This design comes from an exercise in tuning for small area, a short achievable clock period and few clock cycles per item on the open sky130 flow, not from production work. Where RTL was checked, it was by simulation tests only, not by an equivalence proof against the original. Function not checked in run 1: the RTL went through the layout flow alone.

==> flow/design.v, too long to show whole: its modules and the start of the top module <==
// module Milestone1_convert: 288 lines
// module yt_part: 55 lines
// module pix_sum: 374 lines
// module fir_sum: 147 lines
// module csa_fa: 4 lines
// module csa_ha: 4 lines
module Milestone1_convert (
	input  logic          Clock,
	input  logic          Resetn,
	input  logic          Enable,
	input  logic   [15:0] SRAM_read_data,
	input  logic          redo,
	output logic          SRAM_we_n,
	output logic   [17:0] SRAM_address,
	output logic   [15:0] SRAM_write_data,
	output logic          Finish
);
  // ...
==> flow/flow/run.sh <==
#!/bin/bash
# Standard ORFS layout (standard.sh) with these changes in how it is made:
#  - the port buffers are buf_4 cells instead of the buffer ORFS picks
#  - clock tree: larger sink clusters, no dummy loads
#  - timing repair aims at a setup margin below the design's clock period
# The SDC, clock period and I/O constraints are the standard flow's, unchanged.
set -euo pipefail
bash standard.sh SETUP_SLACK_MARGIN=10.0 \
  "BUFFER_PORTS_ARGS=-buffer_cell sky130_fd_sc_hd__buf_4" \
  "CTS_ARGS=-sink_clustering_enable -repair_clock_nets -root_buf sky130_fd_sc_hd__clkbuf_16 -buf_list sky130_fd_sc_hd__clkbuf_8 -sink_clustering_size 18 -sink_clustering_max_diameter 50 -dont_use_dummy_load" \
  finish > orfs_make.log 2>&1
==> flow/standard.sh <==
#!/bin/bash
# synth_recipe.tcl (not shown) runs the flow's synth.tcl, then flattens the netlist and writes it again
# the make line also repeats each setting of config.mk as NAME=value (left out here)
make -C /OpenROAD-flow-scripts/flow DESIGN_CONFIG=/design/flow/config.mk WORK_HOME=/design/flow/orfs CLKGATE_MAP_FILE= SYNTH_SCRIPT=/design/flow/synth_recipe.tcl "${@:-finish}"
==> flow/config.mk <==
export PLATFORM = sky130hd
export DESIGN_NAME = Milestone1_convert
export DESIGN_NICKNAME = Milestone1_convert
export VERILOG_FILES = /design/flow/design.v
export SDC_FILE = /design/flow/constraint.sdc
export NUM_CORES = 4
export LEC_CHECK = 0
export CAP_MARGIN = 20
export CORE_MARGIN = 2
export CORE_UTILIZATION = 40
export SLEW_MARGIN = 20
export SYNTH_HIERARCHICAL = 1
==> flow/constraint.sdc <==
create_clock -name core_clock -period 14.0 [get_ports {Clock}]
set_input_delay 2.8000 -clock core_clock [delete_from_list [all_inputs] [get_ports {Clock}]]
set_output_delay 2.8000 -clock core_clock [all_outputs]
set_load 0.01 [all_outputs]
==> results.toml, run 1 <==
[status]
status = "no timing/DRC/antenna violations"

[floorplanning]
std_cell_rows = 91
coreArea_um2 = 61400

[route]
top_layer = "met4"
met2_wirelength_mm = 26.9
post_drt_wl_per_cell_um = 18.9
first_pass_iters = 5

[place]
place_ws_ns = 9.66

[layout]
final_cell_mix = "dfxtp_1, nand2_1, ha_1"
largest_class = "multi-input combinational cells"
n_all_buffers = 63
seq_cells = 455
fin_area_um2 = 26100
bufAreaShareNonClock = 0.0181
clockNetworkAreaShare = 0.0238

[yosys]
ys_types = 78
synth_top_family_by_area = "adder cells"
yosys.area.top_type = "dfxtp_1"
synthesis.nets = 2547
synthSimpleGateAreaFrac = 0.0968
mappedNetlistArea_um2 = 24700

[timing]
worst_pin_slew_ns = 1.02
timing.fmax_mhz = 257

[worst_setup_path]
r2r_slack_ns = 10.33
worstPathMaxFanout = 2
reg2regPathDepth = 13

[hold_path]
hp-start = "c_isb"
==> module Milestone1_convert, before the edit <==
module Milestone1_convert (
	input  logic          Clock,
	input  logic          Resetn,
	input  logic          Enable,
	input  logic   [15:0] SRAM_read_data,
	input  logic          redo,
	output logic          SRAM_we_n,
	output logic   [17:0] SRAM_address,
	output logic   [15:0] SRAM_write_data,
	output logic          Finish
);
localparam logic [1:0] T_NONE = 2'd0, T_Y = 2'd1, T_U = 2'd2, T_V = 2'd3;
localparam logic [2:0] K_NONE = 3'd0, K_B0 = 3'd1, K_RG0 = 3'd2, K_RG1 = 3'd3, K_B1 = 3'd4;
localparam logic [2:0] I_NONE = 3'd0, I_HI = 3'd1, I_LO = 3'd2, I_REP = 3'd3, I_PORT = 3'd4;
logic        run;           
logic [3:0]  nph;           
logic [7:0]  nk;            
logic        nlead;         
logic [15:0] y_addr;        
logic [17:0] u_addr;        
logic [17:0] rgb_addr;      
logic [1:0]  tag_a, tag_b, tag_c;    
logic [2:0]  kind_a, kind_b;         
logic        c_even, c_isb, c_firv, c_ldv, c_ldu, c_ph2;
logic [2:0]  c_kind;
logic [2:0]  c_ins_u, c_ins_v;
logic [7:0]  y_lo;                  
logic [7:0]  y_sel;                 
logic [15:0] hu, hv;
logic [7:0]  su [0:5];
logic [7:0]  sv [0:5];
logic [8:0]  up_reg, vp_reg;        
logic [7:0]  b0_save;
function automatic logic [11:0] succ(input logic [3:0] p, input logic [7:0] kk);
	logic [3:0] p2;
	logic [7:0] k2;
	p2 = p + 4'd1;
	k2 = kk;
	if (p == 4'd4) begin
		if (kk == 8'd159) p2 = 4'd5;
		else begin p2 = 4'd0; k2 = kk + 8'd1; end
	end else if (p == 4'd10) begin
		p2 = 4'd0; k2 = 8'd0;
	end
	succ = {p2, k2};
endfunction
function automatic logic [5:0] ins_of(input logic [3:0] p, input logic [7:0] kk);
	logic [2:0] iu, iv;
	iu = I_NONE;
	iv = I_NONE;
	case (p)
	4'd0: begin
		if (kk == 8'd0)        iv = I_PORT;
		else if (kk <= 8'd155) iv = kk[0] ? I_LO : I_HI;
		else if (kk == 8'd159) iv = I_HI;
		else                   iv = I_REP;
	end
	4'd2: begin
		if (kk == 8'd0)        iu = I_PORT;
		else if (kk <= 8'd155) iu = kk[0] ? I_LO : I_HI;
		else if (kk == 8'd159) iu = I_HI;
		else                   iu = I_REP;
		if (kk == 8'd159)      iv = I_REP;
	end
	4'd3: if (kk == 8'd159) begin iu = I_REP; iv = I_REP; end
	4'd4: if (kk == 8'd159) begin iu = I_REP; iv = I_LO; end
	4'd5: iu = I_LO;
	4'd6: iv = I_HI;
	4'd7: begin iu = I_HI; iv = I_LO; end
	4'd8: iu = I_LO;
	default: ;
	endcase
	ins_of = {iu, iv};
endfunction
logic [3:0] nph2;
logic [7:0] nk2;
assign {nph2, nk2} = succ(nph, nk);
logic nlead2;
assign nlead2 = nlead & ~(nph == 4'd10);
logic rd_y, rd_u, rd_v;
always_comb begin
	rd_y = 1'b0; rd_u = 1'b0; rd_v = 1'b0;
	case (nph)
	4'd3: begin
		if (nk == 8'd159) rd_v = 1'b1;
		else              rd_y = ~nlead;
	end
	4'd4: begin
		if (nk <= 8'd153) begin
			if (nk[0]) rd_u = 1'b1;
			else       rd_v = (nk <= 8'd152);
		end else if (nk == 8'd155) rd_v = 1'b1;
		else if (nk == 8'd156 || nk == 8'd159) rd_u = 1'b1;
	end
	4'd8: rd_y = 1'b1;
	4'd9: rd_v = 1'b1;
	4'd0: rd_u = (nk == 8'd0);
	default: ;
	endcase
end
logic wr;    
assign wr = (kind_b == K_RG0) || (kind_b == K_RG1) || (kind_b == K_B1);
always_ff @(posedge Clock) begin
	SRAM_we_n <= ~(run && wr);
end
always_ff @(posedge Clock or negedge Resetn) begin
	if (!Resetn) begin
		run       <= 1'b0;
		Finish    <= 1'b0;
	end else begin
		if (run) begin
			if (nph == 4'd7 && y_addr == 16'd38400) begin
				run    <= 1'b0;
				Finish <= 1'b1;
			end
		end else if (Finish) begin
			if (redo) Finish <= 1'b0;
		end else if (Enable) begin
			run <= 1'b1;
		end
	end
end
logic [17:0] v_addr;
assign v_addr = {u_addr[17:8] + 10'd75, u_addr[7:0]};    
always_ff @(posedge Clock) begin
	tag_b  <= tag_a;
	tag_c  <= tag_b;
	kind_b <= kind_a;
	if (!run) begin
		nph      <= 4'd0;
		nk       <= 8'd156;
		nlead    <= 1'b1;
		y_addr   <= 16'd0;
		u_addr   <= 18'd38400;
		rgb_addr <= 18'd146944;
		SRAM_address <= 18'd57600;
		tag_a    <= (Enable && !Finish) ? T_V : T_NONE;
		kind_a   <= K_NONE;
		kind_b   <= K_NONE;
		c_even <= 1'b0; c_isb <= 1'b0; c_kind <= K_NONE; c_firv <= 1'b0;
		c_ldv  <= 1'b0; c_ldu <= 1'b0; c_ph2  <= 1'b0;
		c_ins_u <= I_NONE; c_ins_v <= I_NONE;
	end else begin
		nph   <= nph2;
		nk    <= nk2;
		nlead <= nlead2;
		c_even <= (nph == 4'd1) || (nph == 4'd2);
		c_isb  <= (nph == 4'd1) || (nph == 4'd4);
		c_kind <= (nph == 4'd1) ? K_B0 : (nph == 4'd2) ? K_RG0 :
		          (nph == 4'd3) ? K_RG1 : (nph == 4'd4) ? K_B1 : K_NONE;
		c_firv <= (nph == 4'd4) || (nph == 4'd10);
		c_ldv  <= (nph == 4'd1);
		c_ldu  <= (nph == 4'd2);
		c_ph2  <= (nph == 4'd2);
		{c_ins_u, c_ins_v} <= ins_of(nph, nk);
		kind_a <= nlead ? K_NONE : c_kind;
		tag_a <= T_NONE;
		if (rd_y) begin
			SRAM_address <= {2'd0, y_addr};
			y_addr <= y_addr + 16'd1;
			tag_a  <= T_Y;
		end
		if (rd_u) begin
			SRAM_address <= u_addr;
			u_addr <= u_addr + 18'd1;
			tag_a  <= T_U;
		end
		if (rd_v) begin
			SRAM_address <= v_addr;
			tag_a  <= T_V;
		end
		if (wr) begin
			SRAM_address <= rgb_addr;
			rgb_addr <= rgb_addr + 18'd1;
		end
	end
end
always_ff @(posedge Clock) begin
	if (tag_c == T_Y) y_lo <= SRAM_read_data[7:0];
	if (tag_c == T_U) hu   <= SRAM_read_data;
	if (tag_c == T_V) hv   <= SRAM_read_data;
	if (tag_c == T_Y)  y_sel <= SRAM_read_data[15:8];
	else if (c_ph2)    y_sel <= y_lo;
end
function automatic logic [7:0] ins_val(input logic [2:0] sel, input logic [15:0] h,
                                       input logic [7:0] last, input logic [7:0] port);
	case (sel)
	I_HI:    ins_val = h[15:8];
	I_LO:    ins_val = h[7:0];
	I_PORT:  ins_val = port;
	default: ins_val = last;
	endcase
endfunction
always_ff @(posedge Clock) begin
	if (c_ins_u != I_NONE) begin
		su[0] <= su[1]; su[1] <= su[2]; su[2] <= su[3];
		su[3] <= su[4]; su[4] <= su[5];
		su[5] <= ins_val(c_ins_u, hu, su[5], SRAM_read_data[15:8]);
	end
	if (c_ins_v != I_NONE) begin
		sv[0] <= sv[1]; sv[1] <= sv[2]; sv[2] <= sv[3];
		sv[3] <= sv[4]; sv[4] <= sv[5];
		sv[5] <= ins_val(c_ins_v, hv, sv[5], SRAM_read_data[15:8]);
	end
end
logic [7:0]  ta, tb, tc, td, te, tf;
assign ta = c_firv ? sv[0] : su[0];
assign tb = c_firv ? sv[1] : su[1];
assign tc = c_firv ? sv[2] : su[2];
assign td = c_firv ? sv[3] : su[3];
assign te = c_firv ? sv[4] : su[4];
assign tf = c_firv ? sv[5] : su[5];
logic [8:0]  t_af, t_be, t_cd;
assign t_af = {1'b0, ta} + {1'b0, tf};
assign t_be = {1'b0, tb} + {1'b0, te};
assign t_cd = {1'b0, tc} + {1'b0, td};
logic [8:0]  f_p1, f_np2, f_p3;
always_ff @(posedge Clock) begin
	f_p1  <= t_af;
	f_np2 <= ~t_be;
	f_p3  <= t_cd;
end
logic [8:0] fm_a, fm_b, g_a, g_b;
logic       fm_c, g_c;
fir_sum u_fir (.p1(f_p1), .np2(f_np2), .p3(f_p3), .np3(~f_p3), .ha(fm_a), .hb(fm_b), .c(fm_c));
always_ff @(posedge Clock) begin
	g_a <= fm_a;
	g_b <= fm_b;
	g_c <= fm_c;
end
logic [8:0] fw;
assign fw = g_a + g_b + {8'd0, g_c};
always_ff @(posedge Clock) begin
	if (c_ldv) vp_reg <= fw;
	if (c_ldu) up_reg <= fw;
end
logic [8:0]  su9, sv9;
assign su9 = c_even ? {su[2][7], ~su[2][7], su[2][6:0]} : up_reg;
assign sv9 = c_even ? {sv[1][7], ~sv[1][7], sv[1][6:0]} : vp_reg;
logic [13:0] yl_m;
logic        yc_m;
logic [10:0] yh_m;
yt_part u_yt (.y(y_sel), .lo(yl_m), .c(yc_m), .hi(yh_m));
logic [13:0] p_ytl;
logic        p_ytc;
logic [10:0] p_yth;
logic [8:0]  p_u, p_v;
logic [10:0] p_u3, p_v3;
logic        p_isb;
always_ff @(posedge Clock) begin
	p_ytl <= yl_m;
	p_ytc <= yc_m;
	p_yth <= yh_m;
	p_isb <= c_isb;
	p_u   <= su9;
	p_u3  <= {2'd0, su9} + {1'b0, su9, 1'b0};
	p_v   <= sv9;
	p_v3  <= {2'd0, sv9} + {1'b0, sv9, 1'b0};
end
logic [10:0] q_xa, q_xb, q_ga, q_gb;
logic        q_xc, q_gc;
logic [10:0] m_xa, m_xb, m_ga, m_gb;
logic        m_xc, m_gc;
pix_sum u_pix (.ytl(p_ytl), .ytc(p_ytc), .yth(p_yth),
	.pu(p_u), .pu3(p_u3), .pv(p_v), .pv3(p_v3), .isb(p_isb),
	.xa(m_xa), .xb(m_xb), .xc(m_xc), .ga(m_ga), .gb(m_gb), .gc(m_gc));
always_ff @(posedge Clock) begin
	q_xa <= m_xa; q_xb <= m_xb; q_xc <= m_xc;
	q_ga <= m_ga; q_gb <= m_gb; q_gc <= m_gc;
end
function automatic logic [7:0] clip(input logic [10:0] s);
	clip = s[10] ? 8'd0 : (|s[9:8]) ? 8'd255 : s[7:0];
endfunction
logic [10:0] s_x, s_g;
assign s_x = q_xa + q_xb + {10'd0, q_xc};
assign s_g = q_ga + q_gb + {10'd0, q_gc};
logic [7:0] x8, g8;
assign x8 = clip(s_x);
assign g8 = clip(s_g);
always_ff @(posedge Clock) begin
	case (kind_b)
	K_RG0:   SRAM_write_data <= {x8, g8};
	K_RG1:   SRAM_write_data <= {b0_save, x8};
	default: SRAM_write_data <= {g8, x8};
	endcase
	if (kind_b == K_B0)  b0_save <= x8;
end
endmodule
==> module fir_sum, before the edit <==
module fir_sum(input wire [8:0] p1, input wire [8:0] np2, input wire [8:0] p3, input wire [8:0] np3,
  output wire [8:0] ha, output wire [8:0] hb, output wire c);
wire fi_1, fi_2;
csa_ha fi_1_h (.a(p1[8]), .b(p1[6]), .s(fi_1), .co(fi_2));
wire fi_3, fi_4;
csa_fa fi_3_f (.a(p1[5]), .b(p1[3]), .c(p1[1]), .s(fi_3), .co(fi_4));
wire fi_5, fi_6;
csa_ha fi_5_h (.a(np2[3]), .b(np2[1]), .s(fi_5), .co(fi_6));
wire fi_7, fi_8;
csa_fa fi_7_f (.a(p1[6]), .b(p1[4]), .c(p1[2]), .s(fi_7), .co(fi_8));
wire fi_9, fi_10;
csa_fa fi_9_f (.a(np2[4]), .b(np2[2]), .c(np2[1]), .s(fi_9), .co(fi_10));
wire fi_11, fi_12;
csa_ha fi_11_h (.a(p3[1]), .b(np3[6]), .s(fi_11), .co(fi_12));
wire fi_13, fi_14;
csa_fa fi_13_f (.a(p1[7]), .b(p1[5]), .c(p1[3]), .s(fi_13), .co(fi_14));
wire fi_15, fi_16;
csa_fa fi_15_f (.a(np2[5]), .b(np2[3]), .c(np2[2]), .s(fi_15), .co(fi_16));
wire fi_17, fi_18;
csa_fa fi_17_f (.a(np3[0]), .b(p3[2]), .c(np3[7]), .s(fi_17), .co(fi_18));
wire fi_19, fi_20;
csa_fa fi_19_f (.a(p1[4]), .b(np2[6]), .c(np2[4]), .s(fi_19), .co(fi_20));
wire fi_21, fi_22;
csa_fa fi_21_f (.a(np2[3]), .b(p3[1]), .c(p3[3]), .s(fi_21), .co(fi_22));
wire fi_23, fi_24;
csa_fa fi_23_f (.a(np3[8]), .b(p3[0]), .c(fi_1), .s(fi_23), .co(fi_24));
wire fi_25, fi_26;
csa_fa fi_25_f (.a(p1[7]), .b(p1[5]), .c(np2[7]), .s(fi_25), .co(fi_26));
wire fi_27, fi_28;
csa_fa fi_27_f (.a(np2[5]), .b(np2[4]), .c(np3[2]), .s(fi_27), .co(fi_28));
wire fi_29, fi_30;
csa_ha fi_29_h (.a(p3[4]), .b(fi_2), .s(fi_29), .co(fi_30));
wire fi_31, fi_32;
csa_fa fi_31_f (.a(p1[8]), .b(p1[6]), .c(np2[8]), .s(fi_31), .co(fi_32));
wire fi_33, fi_34;
csa_fa fi_33_f (.a(np2[6]), .b(np2[5]), .c(np3[3]), .s(fi_33), .co(fi_34));
wire fi_35, fi_36;
csa_ha fi_35_h (.a(p3[5]), .b(p3[2]), .s(fi_35), .co(fi_36));
wire fi_37, fi_38;
csa_fa fi_37_f (.a(p1[7]), .b(np2[7]), .c(np2[6]), .s(fi_37), .co(fi_38));
wire fi_39, fi_40;
csa_ha fi_39_h (.a(p3[4]), .b(p3[6]), .s(fi_39), .co(fi_40));
wire fi_41, fi_42;
csa_ha fi_41_h (.a(p1[8]), .b(np2[8]), .s(fi_41), .co(fi_42));
wire fi_43, fi_44;
csa_ha fi_43_h (.a(p1[3]), .b(p1[1]), .s(fi_43), .co(fi_44));
wire fi_45, fi_46;
csa_fa fi_45_f (.a(p1[4]), .b(p1[2]), .c(p1[0]), .s(fi_45), .co(fi_46));
wire fi_47, fi_48;
csa_ha fi_47_h (.a(np2[2]), .b(np2[0]), .s(fi_47), .co(fi_48));
wire fi_49, fi_50;
csa_fa fi_49_f (.a(np2[0]), .b(np3[0]), .c(np3[5]), .s(fi_49), .co(fi_50));
wire fi_51, fi_52;
csa_fa fi_51_f (.a(np3[4]), .b(fi_3), .c(fi_5), .s(fi_51), .co(fi_52));
wire fi_53, fi_54;
csa_fa fi_53_f (.a(p3[0]), .b(fi_7), .c(fi_9), .s(fi_53), .co(fi_54));
wire fi_55, fi_56;
csa_fa fi_55_f (.a(fi_11), .b(fi_4), .c(fi_6), .s(fi_55), .co(fi_56));
wire fi_57, fi_58;
csa_fa fi_57_f (.a(fi_13), .b(fi_15), .c(fi_17), .s(fi_57), .co(fi_58));
wire fi_59, fi_60;
csa_fa fi_59_f (.a(fi_8), .b(fi_10), .c(fi_12), .s(fi_59), .co(fi_60));
wire fi_61, fi_62;
csa_fa fi_61_f (.a(fi_19), .b(fi_21), .c(fi_23), .s(fi_61), .co(fi_62));
wire fi_63, fi_64;
csa_fa fi_63_f (.a(fi_14), .b(fi_16), .c(fi_18), .s(fi_63), .co(fi_64));
wire fi_65, fi_66;
csa_fa fi_65_f (.a(fi_25), .b(fi_27), .c(fi_29), .s(fi_65), .co(fi_66));
wire fi_67, fi_68;
csa_fa fi_67_f (.a(fi_20), .b(fi_22), .c(fi_24), .s(fi_67), .co(fi_68));
wire fi_69, fi_70;
csa_fa fi_69_f (.a(fi_31), .b(fi_33), .c(fi_35), .s(fi_69), .co(fi_70));
wire fi_71, fi_72;
csa_fa fi_71_f (.a(fi_26), .b(fi_28), .c(fi_30), .s(fi_71), .co(fi_72));
wire fi_73, fi_74;
csa_fa fi_73_f (.a(p3[3]), .b(fi_37), .c(fi_39), .s(fi_73), .co(fi_74));
wire fi_75, fi_76;
csa_fa fi_75_f (.a(fi_32), .b(fi_34), .c(fi_36), .s(fi_75), .co(fi_76));
wire fi_77, fi_78;
csa_fa fi_77_f (.a(np2[7]), .b(np3[5]), .c(p3[7]), .s(fi_77), .co(fi_78));
wire fi_79, fi_80;
csa_fa fi_79_f (.a(fi_41), .b(fi_38), .c(fi_40), .s(fi_79), .co(fi_80));
wire fi_81, fi_82;
csa_fa fi_81_f (.a(np2[8]), .b(p3[6]), .c(p3[8]), .s(fi_81), .co(fi_82));
wire fi_83, fi_84;
csa_ha fi_83_h (.a(p3[5]), .b(fi_42), .s(fi_83), .co(fi_84));
wire fi_85, fi_86;
csa_ha fi_85_h (.a(p1[2]), .b(p1[0]), .s(fi_85), .co(fi_86));
wire fi_87, fi_88;
csa_fa fi_87_f (.a(np2[1]), .b(np3[3]), .c(np3[2]), .s(fi_87), .co(fi_88));
wire fi_89, fi_90;
csa_fa fi_89_f (.a(p3[4]), .b(fi_45), .c(fi_47), .s(fi_89), .co(fi_90));
wire fi_91, fi_92;
csa_fa fi_91_f (.a(fi_49), .b(fi_51), .c(fi_46), .s(fi_91), .co(fi_92));
wire fi_93, fi_94;
csa_fa fi_93_f (.a(fi_53), .b(fi_55), .c(fi_50), .s(fi_93), .co(fi_94));
wire fi_95, fi_96;
csa_fa fi_95_f (.a(fi_57), .b(fi_59), .c(fi_54), .s(fi_95), .co(fi_96));
wire fi_97, fi_98;
csa_fa fi_97_f (.a(fi_61), .b(fi_63), .c(fi_58), .s(fi_97), .co(fi_98));
wire fi_99, fi_100;
csa_fa fi_99_f (.a(fi_65), .b(fi_67), .c(fi_62), .s(fi_99), .co(fi_100));
wire fi_101, fi_102;
csa_fa fi_101_f (.a(fi_69), .b(fi_71), .c(fi_66), .s(fi_101), .co(fi_102));
wire fi_103, fi_104;
csa_fa fi_103_f (.a(fi_73), .b(fi_75), .c(fi_70), .s(fi_103), .co(fi_104));
wire fi_105, fi_106;
csa_fa fi_105_f (.a(fi_77), .b(fi_79), .c(fi_74), .s(fi_105), .co(fi_106));
wire fi_107, fi_108;
csa_fa fi_107_f (.a(fi_81), .b(fi_83), .c(fi_78), .s(fi_107), .co(fi_108));
wire fi_109, fi_110;
csa_ha fi_109_h (.a(p3[7]), .b(fi_82), .s(fi_109), .co(fi_110));
wire fi_111, fi_112;
csa_ha fi_111_h (.a(p1[1]), .b(np3[1]), .s(fi_111), .co(fi_112));
wire fi_113, fi_114;
csa_fa fi_113_f (.a(np2[0]), .b(p3[2]), .c(fi_85), .s(fi_113), .co(fi_114));
wire fi_115, fi_116;
csa_fa fi_115_f (.a(fi_43), .b(fi_87), .c(fi_86), .s(fi_115), .co(fi_116));
wire fi_117, fi_118;
csa_fa fi_117_f (.a(fi_44), .b(fi_89), .c(fi_88), .s(fi_117), .co(fi_118));
wire fi_119, fi_120;
csa_fa fi_119_f (.a(fi_48), .b(fi_91), .c(fi_90), .s(fi_119), .co(fi_120));
wire fi_121, fi_122;
csa_fa fi_121_f (.a(fi_52), .b(fi_93), .c(fi_92), .s(fi_121), .co(fi_122));
wire fi_123, fi_124;
csa_fa fi_123_f (.a(fi_56), .b(fi_95), .c(fi_94), .s(fi_123), .co(fi_124));
wire fi_125, fi_126;
csa_fa fi_125_f (.a(fi_60), .b(fi_97), .c(fi_96), .s(fi_125), .co(fi_126));
wire fi_127, fi_128;
csa_fa fi_127_f (.a(fi_64), .b(fi_99), .c(fi_98), .s(fi_127), .co(fi_128));
wire fi_129, fi_130;
csa_fa fi_129_f (.a(fi_68), .b(fi_101), .c(fi_100), .s(fi_129), .co(fi_130));
wire fi_131, fi_132;
csa_fa fi_131_f (.a(fi_72), .b(fi_103), .c(fi_102), .s(fi_131), .co(fi_132));
wire fi_133, fi_134;
csa_fa fi_133_f (.a(fi_76), .b(fi_105), .c(fi_104), .s(fi_133), .co(fi_134));
wire fi_135, fi_136;
csa_fa fi_135_f (.a(fi_80), .b(fi_107), .c(fi_106), .s(fi_135), .co(fi_136));
wire fi_137, fi_138;
csa_fa fi_137_f (.a(fi_84), .b(fi_109), .c(fi_108), .s(fi_137), .co(fi_138));
wire fi_139, fi_140;
csa_ha fi_139_h (.a(p3[8]), .b(fi_110), .s(fi_139), .co(fi_140));
wire [8:0] fi_lo = {1'b0, {fi_123, fi_121, fi_119, fi_117, fi_115, fi_113, np3[0], p1[0]}} + {1'b0, {fi_122, fi_120, fi_118, fi_116, fi_114, fi_112, fi_111, p3[0]}};
assign ha = {fi_140, fi_139, fi_137, fi_135, fi_133, fi_131, fi_129, fi_127, fi_125};
assign hb = {1'b0, fi_138, fi_136, fi_134, fi_132, fi_130, fi_128, fi_126, fi_124};
assign c = fi_lo[8];
endmodule
==> run 2, diff against run 1 <==
--- a/flow/design.v
+++ b/flow/design.v
@@ -117,7 +117,7 @@
 logic [7:0]  su [0:5];
 logic [7:0]  sv [0:5];
 logic [8:0]  up_reg, vp_reg;        
-logic [7:0]  b0_save;
+logic [7:0]  b0_save, g1_save;
 function automatic logic [11:0] succ(input logic [3:0] p, input logic [7:0] kk);
 	logic [3:0] p2;
 	logic [7:0] k2;
@@ -301,22 +301,22 @@
 assign t_af = {1'b0, ta} + {1'b0, tf};
 assign t_be = {1'b0, tb} + {1'b0, te};
 assign t_cd = {1'b0, tc} + {1'b0, td};
-logic [8:0]  f_p1, f_np2, f_p3;
+logic [8:0]  f_p1, f_np2, f_p3, f_np3;
 always_ff @(posedge Clock) begin
 	f_p1  <= t_af;
 	f_np2 <= ~t_be;
 	f_p3  <= t_cd;
+	f_np3 <= ~t_cd;
 end
-logic [8:0] fm_a, fm_b, g_a, g_b;
+logic [8:0] fm_h, g_h;
 logic       fm_c, g_c;
-fir_sum u_fir (.p1(f_p1), .np2(f_np2), .p3(f_p3), .np3(~f_p3), .ha(fm_a), .hb(fm_b), .c(fm_c));
+fir_sum u_fir (.p1(f_p1), .np2(f_np2), .p3(f_p3), .np3(f_np3), .hi(fm_h), .c(fm_c));
 always_ff @(posedge Clock) begin
-	g_a <= fm_a;
-	g_b <= fm_b;
+	g_h <= fm_h;
 	g_c <= fm_c;
 end
 logic [8:0] fw;
-assign fw = g_a + g_b + {8'd0, g_c};
+assign fw = g_h + {8'd0, g_c};
 always_ff @(posedge Clock) begin
 	if (c_ldv) vp_reg <= fw;
 	if (c_ldu) up_reg <= fw;
@@ -368,9 +368,10 @@
 	case (kind_b)
 	K_RG0:   SRAM_write_data <= {x8, g8};
 	K_RG1:   SRAM_write_data <= {b0_save, x8};
-	default: SRAM_write_data <= {g8, x8};
+	default: SRAM_write_data <= {g1_save, x8};
 	endcase
 	if (kind_b == K_B0)  b0_save <= x8;
+	if (kind_b == K_RG1) g1_save <= g8;
 end
 endmodule
 module yt_part(input wire [7:0] y, output wire [13:0] lo, output wire c, output wire [10:0] hi);
@@ -803,7 +804,7 @@
 assign xc = x_lo[16];
 endmodule
 module fir_sum(input wire [8:0] p1, input wire [8:0] np2, input wire [8:0] p3, input wire [8:0] np3,
-  output wire [8:0] ha, output wire [8:0] hb, output wire c);
+  output wire [8:0] hi, output wire c);
 wire fi_1, fi_2;
 csa_ha fi_1_h (.a(p1[8]), .b(p1[6]), .s(fi_1), .co(fi_2));
 wire fi_3, fi_4;
@@ -945,8 +946,7 @@
 wire fi_139, fi_140;
 csa_ha fi_139_h (.a(p3[8]), .b(fi_110), .s(fi_139), .co(fi_140));
 wire [8:0] fi_lo = {1'b0, {fi_123, fi_121, fi_119, fi_117, fi_115, fi_113, np3[0], p1[0]}} + {1'b0, {fi_122, fi_120, fi_118, fi_116, fi_114, fi_112, fi_111, p3[0]}};
-assign ha = {fi_140, fi_139, fi_137, fi_135, fi_133, fi_131, fi_129, fi_127, fi_125};
-assign hb = {1'b0, fi_138, fi_136, fi_134, fi_132, fi_130, fi_128, fi_126, fi_124};
+assign hi = {fi_140, fi_139, fi_137, fi_135, fi_133, fi_131, fi_129, fi_127, fi_125} + {1'b0, fi_138, fi_136, fi_134, fi_132, fi_130, fi_128, fi_126, fi_124};
 assign c = fi_lo[8];
 endmodule
 module csa_fa(input wire a, input wire b, input wire c, output wire s, output wire co);
--- a/flow/flow/run.sh
+++ b/flow/flow/run.sh
@@ -7,5 +7,5 @@
 set -euo pipefail
 bash standard.sh SETUP_SLACK_MARGIN=10.0 \
   "BUFFER_PORTS_ARGS=-buffer_cell sky130_fd_sc_hd__buf_4" \
-  "CTS_ARGS=-sink_clustering_enable -repair_clock_nets -root_buf sky130_fd_sc_hd__clkbuf_16 -buf_list sky130_fd_sc_hd__clkbuf_8 -sink_clustering_size 18 -sink_clustering_max_diameter 50 -dont_use_dummy_load" \
+  "CTS_ARGS=-sink_clustering_enable -repair_clock_nets -sink_clustering_size 36 -sink_clustering_max_diameter 70 -dont_use_dummy_load" \
   finish > orfs_make.log 2>&1
==> results.toml, run 2 <==
[status]
status = "no timing/DRC/antenna violations"

[floorplanning]
std_cell_rows = 91
coreArea_um2 = 61700
die-area_um2 = 64500
die_x_um = 254
die_h_um = 254
io_pins = 56
start_util = 0.405

[clock_network]
cts_buffers = 31
h-tree-depth = 1
cts_tree = "done"
clockBufferDepth = 3
cts_sinks = 463
insertion_delay_ns = 0.62
cts.clk_slew.worst_paths_ns = 0.09
cts_root_buf = "clkbuf_16"

[timing]
setup_viol = 0
worst_pin_slew_ns = 1.05
min_period_ns = 3.93
finalSetupTns_ns = 0
rsz0062_at_grt = "yes"
post-route-period-util = 0.281
skew_ns = 0.0600
hold_viol = 0
drv_slew = 0
timing.fmax_mhz = 254
setup_ws_ns = 10.07
relSlewSlack = 0.282

[yosys]
synth_area_leaders = "dfxtp_1, edfxtp_1, fa_1"
syn_avg_cell_area_um2 = 11.4
synth_top_area_frac = 0.227
ys.flop_type = "dfxtp_1"
synthTopCellsByCount = "dfxtp_1, nand2_1, ha_1, fa_1, edfxtp_1"
ys_types = 83
synth-seq-cells = 463
synthesis.nets = 2574
synth_cells = 2188
async_flop_share = 0.00432
synth_edf_count = 178
yosys.area.top_type = "dfxtp_1"
post-synth-top-count-cell = "dfxtp_1"
mappedNetlistArea_um2 = 25000
ys_warn_count = 9
seq_area_frac_synth = 0.443

[layout]
n_antenna_cell = 0
top_regs = "su (48), sv (48)"
regArea_um2 = 11100
final_cell_mix = "dfxtp_1, nand2_1, ha_1"
final_common_cell = "dfxtp_1"
multiInputGateArea_um2 = 12900
final_util = 0.435
syn_to_final_growth_pct = 7.32
nets = 2573
drive_gt1_frac = 0.0934
fillers = 5818

[route]
num_vias = 15777
ant_nets = 0
finalWirelength_mm = 57.7
vias_per_cell = 5.22
drtIter0Drc = 1242
post_drt_wl_per_cell_um = 19.1
first_pass_iters = 6
drc = 0

[global_routing]
grt_pass1_wl_mm = 90.4
antenna_found_initial = 0
grt_pass1_vias = 16101
grt_max_degree = 58
grt_usage = 0.181
grt_overflow_total = 0

[worst_setup_path]
r2r_slack_ns = 10.07
worstPathRequired_ns = 14.49
endpoint_kind = "register"
crit_path_start_kind = "register"
worstPathMaxFanout = 3
path_class = "reg -> reg"
worstPathArrival_ns = 4.43

[place]
place_ws_ns = 9.85
place.gp.congestion = 0.903
dpl.hpwl_mm = 45.4
numPortBuffers = 55

[hold_path]
worstHoldPathType = "reg -> reg"

[flow_run]
maxCapViolCount = 0
-- run 2: repair_timing --
action / in CTS / in global routing
hold buffers: 0 / 0
pin swaps: 1 / 14
setup buffers: 0 / 6
gates cloned: 1 / 0
resized for setup: 4 / 8
endpoints found under the hold margin: 0 / 0
setup endpoints to repair: 4 / 3
-- run 2: final cells by class --
| type | instances | area share |
|---|---|---|
| Timing Repair Buffer | 70 | 0.0196 |
| Inverter | 137 | 0.0193 |
| Timing Repair inverter | 1 | 0.000187 |
| Multi-Input combinational cell | 1483 | 0.480 |
| Sequential cell | 463 | 0.413 |
| Tap cell | 837 | 0.0390 |
| Clock buffer | 31 | 0.0289 |
-- run 2: critical path, stage by stage (launching register included) --
cell and delay, ns:
dfxtp_4 0.36, ha_4 0.23, fa_1 0.57, fa_1 0.45, fa_1 0.51, fa_1 0.45, ha_4 0.20, fa_2 0.39
buf_4 0.16, a21o_2 0.20, a21oi_1 0.19, xnor2_1 0.13
-- run 2: path summary, 6_finish.rpt --
| path | to | startpoint | depth (start not counted) |
|---|---|---|---|
| max | g_h[4] | f_p1[6] | 11 |
| min | tag_c[1] | tag_b[1] | 0 |
| max reg2reg | g_h[4] | f_p1[6] | 11 |
| min reg2reg | tag_c[1] | tag_b[1] | 0 |
| max in group asynchronous | run | Resetn | 1 |
| min in group asynchronous | Finish | Resetn | 1 |
-- run 2: Yosys stat by module, one instance, submodules excluded --
module	cells	area [µm²]	copies in the design	flip-flops and latches
Milestone1_convert	1568	18300	1	463
pix_sum	247	1430	1	0
yt_part	103	811	1	0
fir_sum	53	469	1	0
csa_fa	1	20.0	170	0
csa_ha	1	12.5	47	0
-- run 2: logic make-up after synthesis --
family / count (synthesis) / share of synthesized area
fa+ha+maj: 366 / 0.238
xor+xnor: 128 / 0.0449
compound gates: 346 / 0.0879
mux: 78 / 0.0346
simple gates: 565 / 0.109
buf+inv: 242 / 0.0438
flops: 463 / 0.443
-- run 2: per-stage QoR --
step | area [µm²] | hold WS [ns] | std cells
final | 26800 | 0.329 | 3022
after global routing | 26800 | 0.337 | 3022
after CTS | 26700 | 0.331 | 3016
after detailed placement | 25900 | 0.315 | 2984
after global placement | 25900 | 0.314 | 2984
after floorplan | 25000 | 0.310 | 2188
-- run 2: per-layer routing --
layer  share of wire  up-vias  track usage
li1                -     7522            -
met1            0.46     7834        0.248
met2            0.47      358        0.301
met3           0.048       63       0.0250
met4           0.021        0       0.0429
met5               0        -            0
Testbench counts of run 2, summed over its fixed seeds: cycles 1,547,720, frames 8.
==> run 3, diff against run 2 <==
--- a/flow/design.v
+++ b/flow/design.v
@@ -108,16 +108,17 @@
 logic [17:0] rgb_addr;      
 logic [1:0]  tag_a, tag_b, tag_c;    
 logic [2:0]  kind_a, kind_b;         
-logic        c_even, c_isb, c_firv, c_ldv, c_ldu, c_ph2;
+logic        c_even, c_ph1, c_isb, c_firv, c_ldv, c_ldu, c_ph2;
 logic [2:0]  c_kind;
 logic [2:0]  c_ins_u, c_ins_v;
 logic [7:0]  y_lo;                  
 logic [7:0]  y_sel;                 
-logic [15:0] hu, hv;
+logic [7:0]  hu;                    
+logic [15:0] hv;
 logic [7:0]  su [0:5];
 logic [7:0]  sv [0:5];
 logic [8:0]  up_reg, vp_reg;        
-logic [7:0]  b0_save, g1_save;
+logic [7:0]  b0_save;
 function automatic logic [11:0] succ(input logic [3:0] p, input logic [7:0] kk);
 	logic [3:0] p2;
 	logic [7:0] k2;
@@ -142,19 +143,16 @@
 		else if (kk == 8'd159) iv = I_HI;
 		else                   iv = I_REP;
 	end
-	4'd2: begin
-		if (kk == 8'd0)        iu = I_PORT;
-		else if (kk <= 8'd155) iu = kk[0] ? I_LO : I_HI;
-		else if (kk == 8'd159) iu = I_HI;
+	4'd1: begin
+		if (kk <= 8'd155)      iu = kk[0] ? I_LO : I_PORT;
+		else if (kk == 8'd159) iu = I_PORT;
 		else                   iu = I_REP;
-		if (kk == 8'd159)      iv = I_REP;
 	end
+	4'd2: if (kk == 8'd159) begin iu = I_REP; iv = I_REP; end
 	4'd3: if (kk == 8'd159) begin iu = I_REP; iv = I_REP; end
-	4'd4: if (kk == 8'd159) begin iu = I_REP; iv = I_LO; end
-	4'd5: iu = I_LO;
-	4'd6: iv = I_HI;
-	4'd7: begin iu = I_HI; iv = I_LO; end
-	4'd8: iu = I_LO;
+	4'd4: if (kk == 8'd159) begin iu = I_LO; iv = I_LO; end
+	4'd6: begin iu = I_PORT; iv = I_HI; end
+	4'd7: begin iu = I_LO; iv = I_LO; end
 	default: ;
 	endcase
 	ins_of = {iu, iv};
@@ -177,11 +175,11 @@
 			if (nk[0]) rd_u = 1'b1;
 			else       rd_v = (nk <= 8'd152);
 		end else if (nk == 8'd155) rd_v = 1'b1;
-		else if (nk == 8'd156 || nk == 8'd159) rd_u = 1'b1;
+		else if (nk == 8'd158 || nk == 8'd159) rd_u = 1'b1;
 	end
-	4'd8: rd_y = 1'b1;
-	4'd9: rd_v = 1'b1;
-	4'd0: rd_u = (nk == 8'd0);
+	4'd8:  rd_y = 1'b1;
+	4'd9:  rd_v = 1'b1;
+	4'd10: rd_u = 1'b1;
 	default: ;
 	endcase
 end
@@ -224,7 +222,7 @@
 		tag_a    <= (Enable && !Finish) ? T_V : T_NONE;
 		kind_a   <= K_NONE;
 		kind_b   <= K_NONE;
-		c_even <= 1'b0; c_isb <= 1'b0; c_kind <= K_NONE; c_firv <= 1'b0;
+		c_even <= 1'b0; c_ph1 <= 1'b0; c_isb <= 1'b0; c_kind <= K_NONE; c_firv <= 1'b0;
 		c_ldv  <= 1'b0; c_ldu <= 1'b0; c_ph2  <= 1'b0;
 		c_ins_u <= I_NONE; c_ins_v <= I_NONE;
 	end else begin
@@ -232,6 +230,7 @@
 		nk    <= nk2;
 		nlead <= nlead2;
 		c_even <= (nph == 4'd1) || (nph == 4'd2);
+		c_ph1  <= (nph == 4'd1);
 		c_isb  <= (nph == 4'd1) || (nph == 4'd4);
 		c_kind <= (nph == 4'd1) ? K_B0 : (nph == 4'd2) ? K_RG0 :
 		          (nph == 4'd3) ? K_RG1 : (nph == 4'd4) ? K_B1 : K_NONE;
@@ -264,7 +263,7 @@
 end
 always_ff @(posedge Clock) begin
 	if (tag_c == T_Y) y_lo <= SRAM_read_data[7:0];
-	if (tag_c == T_U) hu   <= SRAM_read_data;
+	if (tag_c == T_U) hu   <= SRAM_read_data[7:0];
 	if (tag_c == T_V) hv   <= SRAM_read_data;
 	if (tag_c == T_Y)  y_sel <= SRAM_read_data[15:8];
 	else if (c_ph2)    y_sel <= y_lo;
@@ -282,7 +281,7 @@
 	if (c_ins_u != I_NONE) begin
 		su[0] <= su[1]; su[1] <= su[2]; su[2] <= su[3];
 		su[3] <= su[4]; su[4] <= su[5];
-		su[5] <= ins_val(c_ins_u, hu, su[5], SRAM_read_data[15:8]);
+		su[5] <= ins_val(c_ins_u, {8'd0, hu}, su[5], SRAM_read_data[15:8]);
 	end
 	if (c_ins_v != I_NONE) begin
 		sv[0] <= sv[1]; sv[1] <= sv[2]; sv[2] <= sv[3];
@@ -301,28 +300,30 @@
 assign t_af = {1'b0, ta} + {1'b0, tf};
 assign t_be = {1'b0, tb} + {1'b0, te};
 assign t_cd = {1'b0, tc} + {1'b0, td};
-logic [8:0]  f_p1, f_np2, f_p3, f_np3;
+logic [8:0]  f_p1, f_np2, f_p3;
 always_ff @(posedge Clock) begin
 	f_p1  <= t_af;
 	f_np2 <= ~t_be;
 	f_p3  <= t_cd;
-	f_np3 <= ~t_cd;
 end
-logic [8:0] fm_h, g_h;
+logic [8:0] fm_a, fm_b, g_a, g_b;
 logic       fm_c, g_c;
-fir_sum u_fir (.p1(f_p1), .np2(f_np2), .p3(f_p3), .np3(f_np3), .hi(fm_h), .c(fm_c));
+fir_sum u_fir (.p1(f_p1), .np2(f_np2), .p3(f_p3), .np3(~f_p3), .ha(fm_a), .hb(fm_b), .c(fm_c));
 always_ff @(posedge Clock) begin
-	g_h <= fm_h;
+	g_a <= fm_a;
+	g_b <= fm_b;
 	g_c <= fm_c;
 end
 logic [8:0] fw;
-assign fw = g_h + {8'd0, g_c};
+assign fw = g_a + g_b + {8'd0, g_c};
 always_ff @(posedge Clock) begin
 	if (c_ldv) vp_reg <= fw;
 	if (c_ldu) up_reg <= fw;
 end
 logic [8:0]  su9, sv9;
-assign su9 = c_even ? {su[2][7], ~su[2][7], su[2][6:0]} : up_reg;
+logic [7:0]  su_e;                  
+assign su_e = c_ph1 ? su[2] : su[1];
+assign su9 = c_even ? {su_e[7], ~su_e[7], su_e[6:0]} : up_reg;
 assign sv9 = c_even ? {sv[1][7], ~sv[1][7], sv[1][6:0]} : vp_reg;
 logic [13:0] yl_m;
 logic        yc_m;
@@ -368,10 +369,9 @@
 	case (kind_b)
 	K_RG0:   SRAM_write_data <= {x8, g8};
 	K_RG1:   SRAM_write_data <= {b0_save, x8};
-	default: SRAM_write_data <= {g1_save, x8};
+	default: SRAM_write_data <= {g8, x8};
 	endcase
 	if (kind_b == K_B0)  b0_save <= x8;
-	if (kind_b == K_RG1) g1_save <= g8;
 end
 endmodule
 module yt_part(input wire [7:0] y, output wire [13:0] lo, output wire c, output wire [10:0] hi);
@@ -804,7 +804,7 @@
 assign xc = x_lo[16];
 endmodule
 module fir_sum(input wire [8:0] p1, input wire [8:0] np2, input wire [8:0] p3, input wire [8:0] np3,
-  output wire [8:0] hi, output wire c);
+  output wire [8:0] ha, output wire [8:0] hb, output wire c);
 wire fi_1, fi_2;
 csa_ha fi_1_h (.a(p1[8]), .b(p1[6]), .s(fi_1), .co(fi_2));
 wire fi_3, fi_4;
@@ -946,7 +946,8 @@
 wire fi_139, fi_140;
 csa_ha fi_139_h (.a(p3[8]), .b(fi_110), .s(fi_139), .co(fi_140));
 wire [8:0] fi_lo = {1'b0, {fi_123, fi_121, fi_119, fi_117, fi_115, fi_113, np3[0], p1[0]}} + {1'b0, {fi_122, fi_120, fi_118, fi_116, fi_114, fi_112, fi_111, p3[0]}};
-assign hi = {fi_140, fi_139, fi_137, fi_135, fi_133, fi_131, fi_129, fi_127, fi_125} + {1'b0, fi_138, fi_136, fi_134, fi_132, fi_130, fi_128, fi_126, fi_124};
+assign ha = {fi_140, fi_139, fi_137, fi_135, fi_133, fi_131, fi_129, fi_127, fi_125};
+assign hb = {1'b0, fi_138, fi_136, fi_134, fi_132, fi_130, fi_128, fi_126, fi_124};
 assign c = fi_lo[8];
 endmodule
 module csa_fa(input wire a, input wire b, input wire c, output wire s, output wire co);
--- a/flow/flow/run.sh
+++ b/flow/flow/run.sh
@@ -7,5 +7,5 @@
 set -euo pipefail
 bash standard.sh SETUP_SLACK_MARGIN=10.0 \
   "BUFFER_PORTS_ARGS=-buffer_cell sky130_fd_sc_hd__buf_4" \
-  "CTS_ARGS=-sink_clustering_enable -repair_clock_nets -sink_clustering_size 36 -sink_clustering_max_diameter 70 -dont_use_dummy_load" \
+  "CTS_ARGS=-sink_clustering_enable -repair_clock_nets -root_buf sky130_fd_sc_hd__clkbuf_16 -buf_list sky130_fd_sc_hd__clkbuf_8 -sink_clustering_size 18 -sink_clustering_max_diameter 50 -dont_use_dummy_load" \
   finish > orfs_make.log 2>&1
==> results.toml, run 3 <==
[layout]
top_regs = "su (48), sv (48)"
final_util = 0.429
syn_to_final_growth_pct = 5.99
final_cells = 2927
final_cell_mix = "dfxtp_1, nand2_1, ha_1"
drive_gt1_frac = 0.0890
n_antenna_cell = 0
nets = 2532
final_common_cell = "dfxtp_1"

[worst_setup_path]
path_buf_inv = 1
slowest_stage = "dfrtp_1"
r2r_end = "q_xc"
cp_num_cells = 1
r2r-start = "p_isb"
path_cells = "buf_4"
crit_start = "Finish"
path_class = "reg -> out"
r2r_slack_ns = 10.29
worstPathRequired_ns = 11.20
cpPeakStageDelay_ns = 0.40
crit_path_start_kind = "register"
endpoint_kind = "output pin"
worstPathMaxFanout = 3
cpLargestDelayFamily = "flip-flops"
endpoint = "Finish"
reg2regPathDepth = 13
worstPathArrival_ns = 1.10

[timing]
min_period_ns = 3.90
finalSetupTns_ns = 0
relSlewSlack = 0.316
worst_pin_slew_ns = 1.03
hold_ws_ns = 0.299
hold_viol = 0
skew_ns = 0.0630
setup_ws_ns = 10.10
timing.fmax_mhz = 256
post-route-period-util = 0.278
rsz0062_at_grt = "no"
drv_slew = 0
setup_viol = 0

[route]
num_vias = 15206
finalWirelength_mm = 54.4
first_pass_iters = 5
vias_per_cell = 5.20
post_drt_wl_per_cell_um = 18.6
drtIter0Drc = 1067
ant_nets = 0
drc = 0

[clock_network]
insertion_delay_ns = 0.57
cts.clk_slew.worst_paths_ns = 0.08
cts_root_buf = "clkbuf_16"
clockBufferDepth = 3
cts_tree = "done"
h-tree-depth = 2
post_cts_buffers = 0
cts_buffers = 45
cts_sinks = 447

[hold_path]
worstHoldPathType = "reg -> reg"

[yosys]
seq_area_frac_synth = 0.432
ys_types = 77
synth_cells = 2151
synth-seq-cells = 447
yosys.area.top_type = "dfxtp_1"
synthTopCellsByCount = "dfxtp_1, nand2_1, ha_1, fa_1, edfxtp_1"
async_flop_share = 0.00447
post-synth-top-count-cell = "dfxtp_1"
synth_fa_ha_area_frac = 0.242
synthesis.nets = 2536
synth_edf_count = 162
ys_warn_count = 9
synth_xor_area_frac = 0.0422
mappedNetlistArea_um2 = 24500
ys.flop_type = "dfxtp_1"
syn_avg_cell_area_um2 = 11.4
synthMuxAreaShare = 0.0340
synth_top_area_frac = 0.231
synth_top_family_by_area = "adder cells"
synthSimpleGateAreaFrac = 0.103
synth-compound-area-share = 0.0959
synth_area_leaders = "dfxtp_1, edfxtp_1, fa_1"

[place]
dp_cells = 2882
place_ws_ns = 9.60
numPortBuffers = 55
place.gp.congestion = 0.922
dpl.hpwl_mm = 42.9

[global_routing]
grt_usage = 0.174
grt_pass1_wl_mm = 85.6
antenna_found_initial = 1
grt_max_degree = 49
grt_overflow_total = 0
grt_pass1_vias = 15752

[floorplanning]
die_x_um = 251
die_h_um = 251
coreArea_um2 = 60500
io_pins = 56
start_util = 0.405
die-area_um2 = 63200
std_cell_rows = 90

[status]
status = "no timing/DRC/antenna violations"

[flow_run]
maxCapViolCount = 0
-- run 3: cell count changes after synthesis, sizes merged, moves of 11 or more --
cell,previous run,this run
buf,67,85
and2,24,42
nor2,134,102
nand3,70,52
edfxtp,178,162
a21boi,2,13
o21ai,84,101
-- run 3: layer usage --
metal | up-vias | track usage | wire [µm]
li1 | 7312 | - | -
met1 | 7503 | 0.233 | 24800
met2 | 303 | 0.291 | 26100
met3 | 86 | 0.0248 | 1990
met4 | 2 | 0.0536 | 1530
met5 | - | 0 | 11
-- run 3: per-stage QoR --
step	area, µm²
2_1_floorplan	24500
6_report	25900
3_3_place_gp	25200
3_5_place_dp	25300
5_1_grt	25900
4_1_cts	25900
-- run 3: area by class of cell --
cell class	count	area (µm²)
sequential	447	10600
fill	5583	34500
tap	782	978
inverter	138	518
timing repair buffer	66	499
clock buffer	45	676
multi-input combinational	1449	12700
-- run 3: worst min path at each step --
stage,to,slack [ns],start,cells after the start
6_report,tag_c[1],0.30,tag_b[1],0
5_1_grt,tag_c[1],0.30,tag_b[1],0
4_1_cts,tag_c[1],0.30,tag_b[1],0
3_5_place_dp,tag_c[0],0.31,tag_b[0],0
3_3_place_gp,p_isb,0.31,c_isb,0
2_1_floorplan,p_isb,0.31,c_isb,0
-- run 3: cells by family after synthesis --
| kind of cell | count (synthesis) |
|---|---|
| fa+ha+maj | 365 |
| other cells | 1 |
| simple gates | 521 |
| mux | 76 |
| compound gates | 368 |
| flops | 447 |
| xor+xnor | 118 |
| buf+inv | 255 |
-- run 3: worst register-to-register path, stage by stage, from the launching register on --
cell and delay [ns]:
dfxtp_4 0.47, inv_1 0.09, buf_4 0.30, nand2_1 0.16, o21ai_1 0.21, inv_1 0.11
fa_1 0.53, fa_1 0.43, fa_1 0.47, ha_1 0.30, o21ai_0 0.14, nor2_1 0.07
o31ai_1 0.21, nand3_1 0.09
-- run 3: repair_timing --
| action | in CTS | in global routing |
|---|---|---|
| hold buffers | 0 | 0 |
| gates resized for setup | 2 | 1 |
| pin swaps | 0 | 0 |
| setup endpoints to repair | 1 | 1 |
-- run 3: per-module statistics from Yosys, one instance, submodules excluded --
module	cell area (µm²)	times used	flip-flops and latches
pix_sum	1430	1	0
csa_ha	12.5	47	0
yt_part	811	1	0
Milestone1_convert	18000	1	447
fir_sum	280	1	0
csa_fa	20.0	170	0
Testbench counts of run 3, summed over its fixed seeds: cycles 1,547,720, frames 8.
==> run 4, diff against run 3 <==
--- a/flow/flow/run.sh
+++ b/flow/flow/run.sh
@@ -7,5 +7,5 @@
 set -euo pipefail
 bash standard.sh SETUP_SLACK_MARGIN=10.0 \
   "BUFFER_PORTS_ARGS=-buffer_cell sky130_fd_sc_hd__buf_4" \
-  "CTS_ARGS=-sink_clustering_enable -repair_clock_nets -root_buf sky130_fd_sc_hd__clkbuf_16 -buf_list sky130_fd_sc_hd__clkbuf_8 -sink_clustering_size 18 -sink_clustering_max_diameter 50 -dont_use_dummy_load" \
+  "CTS_ARGS=-sink_clustering_enable -repair_clock_nets -sink_clustering_size 36 -sink_clustering_max_diameter 70 -dont_use_dummy_load" \
   finish > orfs_make.log 2>&1
==> results.toml, run 4 <==
[yosys]
synth_edf_count = 162
synth-seq-cells = 447
ys_warn_count = 9
yosys.area.top_type = "dfxtp_1"
synthTopCellsByCount = "dfxtp_1, nand2_1, ha_1, fa_1, edfxtp_1"
post-synth-top-count-cell = "dfxtp_1"
ys_types = 77
ys.flop_type = "dfxtp_1"
synthesis.nets = 2536
async_flop_share = 0.00447
synth_cells = 2151
synth_top_area_frac = 0.231
seq_area_frac_synth = 0.432
synth_area_leaders = "dfxtp_1, edfxtp_1, fa_1"
mappedNetlistArea_um2 = 24500
syn_avg_cell_area_um2 = 11.4

[route]
vias_per_cell = 5.19
ant_nets = 0
first_pass_iters = 5
finalWirelength_mm = 54.0
num_vias = 15119
drc = 0
drtIter0Drc = 1164
post_drt_wl_per_cell_um = 18.5

[place]
dpl_cell_area_um2 = 25300
dp_cells = 2882
dpl.hpwl_mm = 42.9
place.gp.congestion = 0.922
numPortBuffers = 55

[clock_network]
cts_root_buf = "clkbuf_16"
cts_sinks = 447
cts.clk_slew.worst_paths_ns = 0.07
postCtsHoldBufs = 0
h-tree-depth = 1
cts_tree = "done"
clockBufferDepth = 3
post_cts_resized = 2
cts_buffers = 29
post_cts_buffers = 0
insertion_delay_ns = 0.59

[timing]
drv_slew = 0
relSlewSlack = 0.320
post-route-period-util = 0.279
worst_pin_slew_ns = 1.02
hold_ws_ns = 0.320
min_period_ns = 3.90
skew_ns = 0.0497
finalSetupTns_ns = 0
timing.fmax_mhz = 256
setup_viol = 0
hold_viol = 0
rsz0062_at_grt = "no"

[worst_setup_path]
cp_num_cells = 1
cpPeakStageDelay_ns = 0.39
endpoint_kind = "output pin"
path_buf_inv = 1
cpLargestDelayFamily = "flip-flops"
path_cells = "buf_4"
slowest_stage = "dfrtp_1"
worstPathRequired_ns = 11.20
reg2regPathDepth = 13
crit_path_start_kind = "register"
r2r-start = "p_isb"
crit_start = "Finish"
path_class = "reg -> out"
worstPathArrival_ns = 1.10
worstPathMaxFanout = 3

[global_routing]
antenna_found_initial = 1
grt_max_degree = 49
grt_pass1_wl_mm = 85.0
grt_pass1_vias = 15596
grt_overflow_total = 0
grt_usage = 0.171

[layout]
nets = 2516
final_cells = 2911
final_cell_mix = "dfxtp_1, nand2_1, ha_1"
syn_to_final_growth_pct = 6.19
n_antenna_cell = 0
drive_gt1_frac = 0.0822
top_regs = "su (48), sv (48)"
fin_area_um2 = 26000
final_common_cell = "dfxtp_1"

[status]
status = "no timing/DRC/antenna violations"

[hold_path]
worstHoldPathCells = 0
hp-start = "tag_b[1]"
worstHoldPathType = "reg -> reg"

[floorplanning]
io_pins = 56
die-area_um2 = 63200
die_x_um = 251
die_h_um = 251
std_cell_rows = 90
start_util = 0.405
coreArea_um2 = 60500

[flow_run]
maxCapViolCount = 0
-- run 4: cell counts after synthesis --
Identical to the previous run, type by type.
-- run 4: per-layer routing --
layer / share of wire / track usage / vias to the layer above
met3: 0.034 / 0.0184 / 58
met5: 0.00017 / 0 / -
li1: - / - / 7292
met2: 0.49 / 0.291 / 272
met1: 0.46 / 0.233 / 7495
met4: 0.020 / 0.0423 / 2
-- run 4: kinds of logic after synthesis --
kind of cell | after synthesis | share of synthesized area
compound gates | 368 | 0.0959
fa+ha+maj | 365 | 0.242
mux | 76 | 0.0340
xor+xnor | 118 | 0.0422
simple gates | 521 | 0.103
buf+inv | 255 | 0.0500
other cells | 1 | 0.000153
flops | 447 | 0.432
-- run 4: final timing paths --
| path | end | slack, ns |
|---|---|---|
| max in group asynchronous | run | 11.90 |
| min reg2reg | tag_c[1] | 0.32 |
| max reg2reg | q_xc | 10.31 |
| max | Finish | 10.10 |
| min | tag_c[1] | 0.32 |
| min in group asynchronous | run | 2.00 |
-- run 4: Yosys stat by module, one instance, submodules excluded --
module              flip-flops and latches  copies in the design  area, µm²  cells
csa_fa                                   0                   170       20.0      1
pix_sum                                  0                     1       1430    247
yt_part                                  0                     1        811    103
csa_ha                                   0                    47       12.5      1
Milestone1_convert                     447                     1      18000   1549
fir_sum                                  0                     1        280     35
-- run 4: cell type report --
class                   count  area (µm²)
fillers                  5561       34500
multi-input cells        1449       12700
flip-flops and latches    447       10600
well taps                 782         978
clock buffers              29         726
inverters                 138         518
repair buffers             66         499
-- run 4: metrics by stage --
step / setup slack, ns / util
2_1_floorplan: 10.57 / -
3_3_place_gp: 9.63 / 0.418
3_5_place_dp: 9.60 / 0.418
4_1_cts: 10.05 / 0.430
5_1_grt: 10.03 / 0.430
6_report: 10.10 / 0.430
==> run 5, diff against run 4 <==
==> flow/flow/run.sh (replaced) <==
#!/bin/bash
# Standard ORFS layout (standard.sh) with these changes in how it is made:
#  - the port buffers are buf_4 cells instead of the buffer ORFS picks
#  - clock tree: clkbuf_16 root, clkbuf_8 leaf buffers over small sink
#    clusters, no dummy loads
#  - timing repair aims at a setup margin below the design's clock period
# The SDC, clock period and I/O constraints are the standard flow's, unchanged.  ORFS
# writes each step's log under orfs/logs; make's own output goes to
# orfs_make.log here.
set -euo pipefail
bash standard.sh SETUP_SLACK_MARGIN=10.0 \
  "BUFFER_PORTS_ARGS=-buffer_cell sky130_fd_sc_hd__buf_4" \
  "CTS_ARGS=-sink_clustering_enable -repair_clock_nets -root_buf sky130_fd_sc_hd__clkbuf_16 -buf_list sky130_fd_sc_hd__clkbuf_8 -sink_clustering_size 18 -sink_clustering_max_diameter 50 -dont_use_dummy_load" \
  finish > orfs_make.log 2>&1
==> results.toml, run 5 <==
[status]
status = "no timing/DRC/antenna violations"

[flow_run]
maxCapViolCount = 0

[floorplanning]
io_pins = 56
start_util = 0.405
std_cell_rows = 90
die_x_um = 251
die_h_um = 251
coreArea_um2 = 60500
die-area_um2 = 63200

[timing]
setup_viol = 0
worst_pin_slew_ns = 1.03
post-route-period-util = 0.278
setup_ws_ns = 10.10
skew_ns = 0.0630
min_period_ns = 3.90
hold_viol = 0
drv_slew = 0
rsz0062_at_grt = "no"
relSlewSlack = 0.316
timing.fmax_mhz = 256
finalSetupTns_ns = 0

[clock_network]
cts_root_buf = "clkbuf_16"
cts_tree = "done"
post_cts_buffers = 0
postCtsHoldBufs = 0
insertion_delay_ns = 0.57
h-tree-depth = 2
cts.clk_slew.worst_paths_ns = 0.08
clockBufferDepth = 3
cts_sinks = 447
cts_buffers = 45

[global_routing]
grt_overflow_total = 0
grt_usage = 0.174
grt_pass1_vias = 15752
antenna_found_initial = 1
grt_pass1_wl_mm = 85.6
grt_max_degree = 49

[yosys]
synth_fa_ha_area_frac = 0.242
synth_top_family_by_area = "adder cells"
ys_warn_count = 9
ys_types = 77
async_flop_share = 0.00447
synthSimpleGateAreaFrac = 0.103
synthTopCellsByCount = "dfxtp_1, nand2_1, ha_1, fa_1, edfxtp_1"
synth_edf_count = 162
synth_cells = 2151
synthesis.nets = 2536
synth_xor_area_frac = 0.0422
synthMuxAreaShare = 0.0340
yosys.area.top_type = "dfxtp_1"
synth-seq-cells = 447
ys.flop_type = "dfxtp_1"
mappedNetlistArea_um2 = 24500
syn_avg_cell_area_um2 = 11.4
synth-compound-area-share = 0.0959
synth_top_area_frac = 0.231
synth_area_leaders = "dfxtp_1, edfxtp_1, fa_1"
seq_area_frac_synth = 0.432
post-synth-top-count-cell = "dfxtp_1"

[route]
post_drt_wl_per_cell_um = 18.6
first_pass_iters = 5
ant_nets = 0
drc = 0
num_vias = 15206
vias_per_cell = 5.20
finalWirelength_mm = 54.4
drtIter0Drc = 1067

[layout]
syn_to_final_growth_pct = 5.99
top_regs = "su (48), sv (48)"
final_common_cell = "dfxtp_1"
drive_gt1_frac = 0.0890
n_antenna_cell = 0
nets = 2532
final_cells = 2927
final_cell_mix = "dfxtp_1, nand2_1, ha_1"

[worst_setup_path]
endpoint_kind = "output pin"
slowest_stage = "dfrtp_1"
path_class = "reg -> out"
worstPathRequired_ns = 11.20
worstPathArrival_ns = 1.10
path_cells = "buf_4"
crit_path_start_kind = "register"
cpPeakStageDelay_ns = 0.40
worstPathMaxFanout = 3
path_buf_inv = 1
cpLargestDelayFamily = "flip-flops"

[place]
dp_cells = 2882
place_ws_ns = 9.60
place.gp.congestion = 0.922
numPortBuffers = 55
dpl.hpwl_mm = 42.9

[hold_path]
worstHoldPathType = "reg -> reg"
[run 5: cell types whose count changed in the layout (fill, tap and decap cells not counted), sizes merged]
cell    change
clkbuf     +16
[run 5: cell families (layout without fill, tap and decap cells)]
family | after synthesis | count (layout)
other | 1 | 1
adders and majority gates | 365 | 365
and+or+nand+nor | 521 | 521
xor gates and xnor gates | 118 | 118
muxes | 76 | 76
DFF | 447 | 447
buffers and inverters | 255 | 249
AOI/OAI and AO/OA | 368 | 368
[run 5: what timing repair did]
item / 4_1_cts / 5_1_grt
hold endpoints to repair: 0 / 0
setup endpoints to repair: 1 / 1
resized for setup: 2 / 1
[run 5: area by class of cell]
cell class / count / area [µm²]
tap: 782 / 978
clock buffer: 45 / 676
sequential: 447 / 10600
multi-input combinational: 1449 / 12700
inverter: 138 / 518
fill: 5583 / 34500
timing repair buffer: 66 / 499
[run 5: worst reg2reg max path, delay by kind of cell, from the launching register on]
| family | cells | cell delay [ns] |
|---|---|---|
| simple gates | 3 | 0.32 |
| compound gates | 3 | 0.56 |
| buf+inv | 3 | 0.50 |
| flops | 1 | 0.47 |
| fa+ha+maj | 4 | 1.73 |
[run 5: layer usage]
metal	part of all wire	vias to the layer above	GRT usage
met5	0.00020	-	0
met4	0.028	2	0.0536
met3	0.037	86	0.0248
met2	0.48	303	0.291
met1	0.46	7503	0.233
li1	-	7312	-
[run 5: metrics by stage]
| step | instance area, µm² | hold WS [ns] | utilization |
|---|---|---|---|
| 6_report | 25900 | 0.299 | 0.429 |
| 5_1_grt | 25900 | 0.303 | 0.429 |
| 4_1_cts | 25900 | 0.303 | 0.429 |
| 3_5_place_dp | 25300 | 0.312 | 0.418 |
| 3_3_place_gp | 25200 | 0.313 | 0.418 |
| 2_1_floorplan | 24500 | 0.310 | - |
[run 5: worst paths after layout]
path                            cells after the start      from  slack [ns]  endpoint
max in group asynchronous                           1    Resetn       11.90       run
worst min-delay path                                0  tag_b[1]        0.30  tag_c[1]
worst max register to register                     13     p_isb       10.29      q_xc
worst max-delay path                                1    Finish       10.10    Finish
min in group asynchronous                           1    Resetn        2.01       run
worst min register to register                      0  tag_b[1]        0.30  tag_c[1]
[run 5: modules after synthesis, one instance, submodules excluded]
| module | cell area [µm²] | flops+latches | cells inside |
|---|---|---|---|
| Milestone1_convert | 18000 | 447 | 1549 |
| pix_sum | 1430 | 0 | 247 |
| yt_part | 811 | 0 | 103 |
| fir_sum | 280 | 0 | 35 |
| csa_fa | 20.0 | 0 | 1 |
| csa_ha | 12.5 | 0 | 1 |

re-timing with driven ports:
Ports are ideal in the flow. The routed layouts listed here were re-timed in OpenROAD.
Step 1, drivers: a clkbuf_16 drives Clock and a buf_2 each remaining input, both assumed.
Step 2 adds t to the input delays and takes it off the output delays; t is the mean of the earliest and latest rising clock arrival at the registers after step 1. Input paths then give back, and output paths get back, about the clock's delay inside the block.
a / b / c = ideal ports / drivers / drivers and shift; a / b = the first two.
| run | shift t [ns] | slack for setup (ns) | clock arrival spread, ns |
|---|---|---|---|
| run 1 | 0.578 | 10.104 / 10.047 / 10.331 | 0.080 / 0.080 |
| run 2 | 0.653 | 10.065 / 10.032 / 10.065 | 0.064 / 0.063 |
| run 3 | 0.595 | 10.101 / 10.041 / 10.294 | 0.065 / 0.065 |
| run 4 | 0.638 | 10.097 / 10.035 / 10.307 | 0.068 / 0.068 |
| run 5 | 0.595 | 10.101 / 10.041 / 10.294 | 0.065 / 0.065 |
After both steps every run listed still meets setup and hold.
